This design comes from an exercise in tuning for small area on the open sky130 flow, not from production work.
The RTL was checked by simulation tests, not by an equivalence proof against the original design.
The flow treats the clock pin as an ideal source, which a real chip does not have.
Power is estimated from default activity; no workload was simulated.

## drac
module drac (
  input SCK,
  input CS,
  input MOSI,
  output MISO,
  input clk,
  input rst,
  input [3:0] regr_0,
  input [6:0] regr_1,
  input [7:0] regr_2,
  input [7:0] regr_3,
  input [7:0] regr_4,
  input [7:0] regr_5,
  output [7:0] regwr_0,
  output [7:0] regwr_1,
  output [7:0] regwr_2,
  output [7:0] regwr_3,
  output [2:0] regwr_4,
  output [7:0] regwr_5,
  output [3:0] regwr_6,
  output [1:0] regwr_7,
  output [4:0] regwr_8,
  output [4:0] regwr_9,
  output [4:0] regwr_10,
  output [4:0] regwr_11,
  output regwr_12,
  output regwr_13,
  output regwr_14,
  output [2:0] regwr_15,
  output [2:0] regwr_16,
  output [1:0] regwr_17,
  output [1:0] regwr_18,
  output regwr_19,
  output regwr_20,
  output [1:0] regwr_21,
  output regwr_22,
  output [6:0] regwr_23,
  output regwr_24,
  output regwr_25,
  output regwr_26,
  output [3:0] regwr_27,
  output [3:0] regwr_28,
  output regwr_29,
  output regwr_30,
  output regwr_31,
  output [2:0] regwr_32,
  output [2:0] regwr_33,
  output [2:0] regwr_34,
  output regwr_35,
  output regwr_36,
  output regwr_37,
  output regwr_38,
  output regwr_39,
  output [7:0] regwr_40,
  output [7:0] regwr_41
);
Size: ~500 cells after synthesis, roughly 190 I/O pins, ~6800 µm² of cells after synthesis.
Settings: LEC_CHECK=0, CAP_MARGIN=20, CORE_MARGIN=2, CORE_UTILIZATION=40, GPL_TIMING_DRIVEN=0, SLEW_MARGIN=20; clock period 4.0 ns.
standard.sh (not shown) runs the stock make flow with config.mk's settings and CLKGATE_MAP_FILE= SYNTH_SCRIPT=/design/flow/synth_recipe.tcl, a recipe that flattens the netlist after the stock synthesis.
==> flow/flow/run.sh <==
#!/bin/bash
# Standard ORFS layout (standard.sh), except: ports are buffered with buf_1
# cells, and CTS uses small clock buffers without dummy loads.
set -euo pipefail
bash standard.sh synth > synth.log 2>&1
bash standard.sh \
  "BUFFER_PORTS_ARGS=-buffer_cell sky130_fd_sc_hd__buf_1" \
  "CTS_ARGS=-sink_clustering_enable -repair_clock_nets -dont_use_dummy_load -buf_list {sky130_fd_sc_hd__clkbuf_4 sky130_fd_sc_hd__clkbuf_8}" \
  REMOVE_ABC_BUFFERS=1 \
  finish > layout.log 2>&1
The baseline produced a clean layout.
Rerun with:
--- a/flow/flow/run.sh
+++ b/flow/flow/run.sh
@@ -8,2 +8,2 @@
-  "CTS_ARGS=-sink_clustering_enable -repair_clock_nets -dont_use_dummy_load -buf_list {sky130_fd_sc_hd__clkbuf_4 sky130_fd_sc_hd__clkbuf_8}" \
-  REMOVE_ABC_BUFFERS=1 \
+  "CTS_ARGS=-sink_clustering_enable -repair_clock_nets -dont_use_dummy_load -buf_list sky130_fd_sc_hd__clkbuf_4" \
+  REMOVE_ABC_BUFFERS=1 "POST_CTS_TCL=$(pwd)/flow/post_cts.tcl" \
==> flow/flow/post_cts.tcl (new file) <==
# After CTS: upsize each clkbuf_4 whose loads see a slow clock edge to clkbuf_8,
# then legalize the placement again.
estimate_parasitics -placement
set n 0
foreach inst [get_cells -filter "ref_name == sky130_fd_sc_hd__clkbuf_4"] {
  set worst 0
  set net [get_nets -of_objects [get_pins [get_full_name $inst]/X]]
  foreach pin [get_pins -of_objects $net -filter "direction == input"] {
    set s [get_property $pin slew_max]
    if {$s > $worst} { set worst $s }
  }
  if {$worst > 0.112} {
    replace_cell $inst sky130_fd_sc_hd__clkbuf_8
    incr n
  }
}
puts "post_cts: upsized $n clock buffers"
estimate_parasitics -placement
detailed_placement
check_placement -verbose
CAP_MARGIN = 0   (was 20)
CORE_UTILIZATION = 60   (was 40)
PLACE_DENSITY = 0.75   (was unset)
SLEW_MARGIN = 0   (was 20)
=> Non-clock buffer count goes down by 3; total power drops by a few percent; cell area fell by a few percent; synthesized cell count stays the same; routed wire length shrinks by roughly a tenth; utilization rises by 23 points; sequential power barely changes; sequential share of layout area increases by 1.8 points; sequential cell count is unchanged.

==> re-timing with driven ports <==
How much do the figures lean on ideal ports? The routed layouts below were timed once more, with nothing changed but the port constraints. Step 1: set_driving_cell puts a clkbuf_16 on clk and a buf_2 on each other input, an assumption about the parent block. Step 2 times the ports against the registers' clock, not the clock port: input delays grow and output delays shrink by t, the midpoint of the rising clock arrivals with the driver on. Slacks: ideal / step 1 / step 2; pairs: ideal / step 1.
run	shift t [ns]	setup slack, ns	clock arrival spread, ns
the first run	0.480	1.166 / 1.166 / 1.166	0.022 / 0.021
the second run	0.465	0.876 / 0.876 / 0.876	0.040 / 0.040
After both steps every run listed still meets setup and hold.
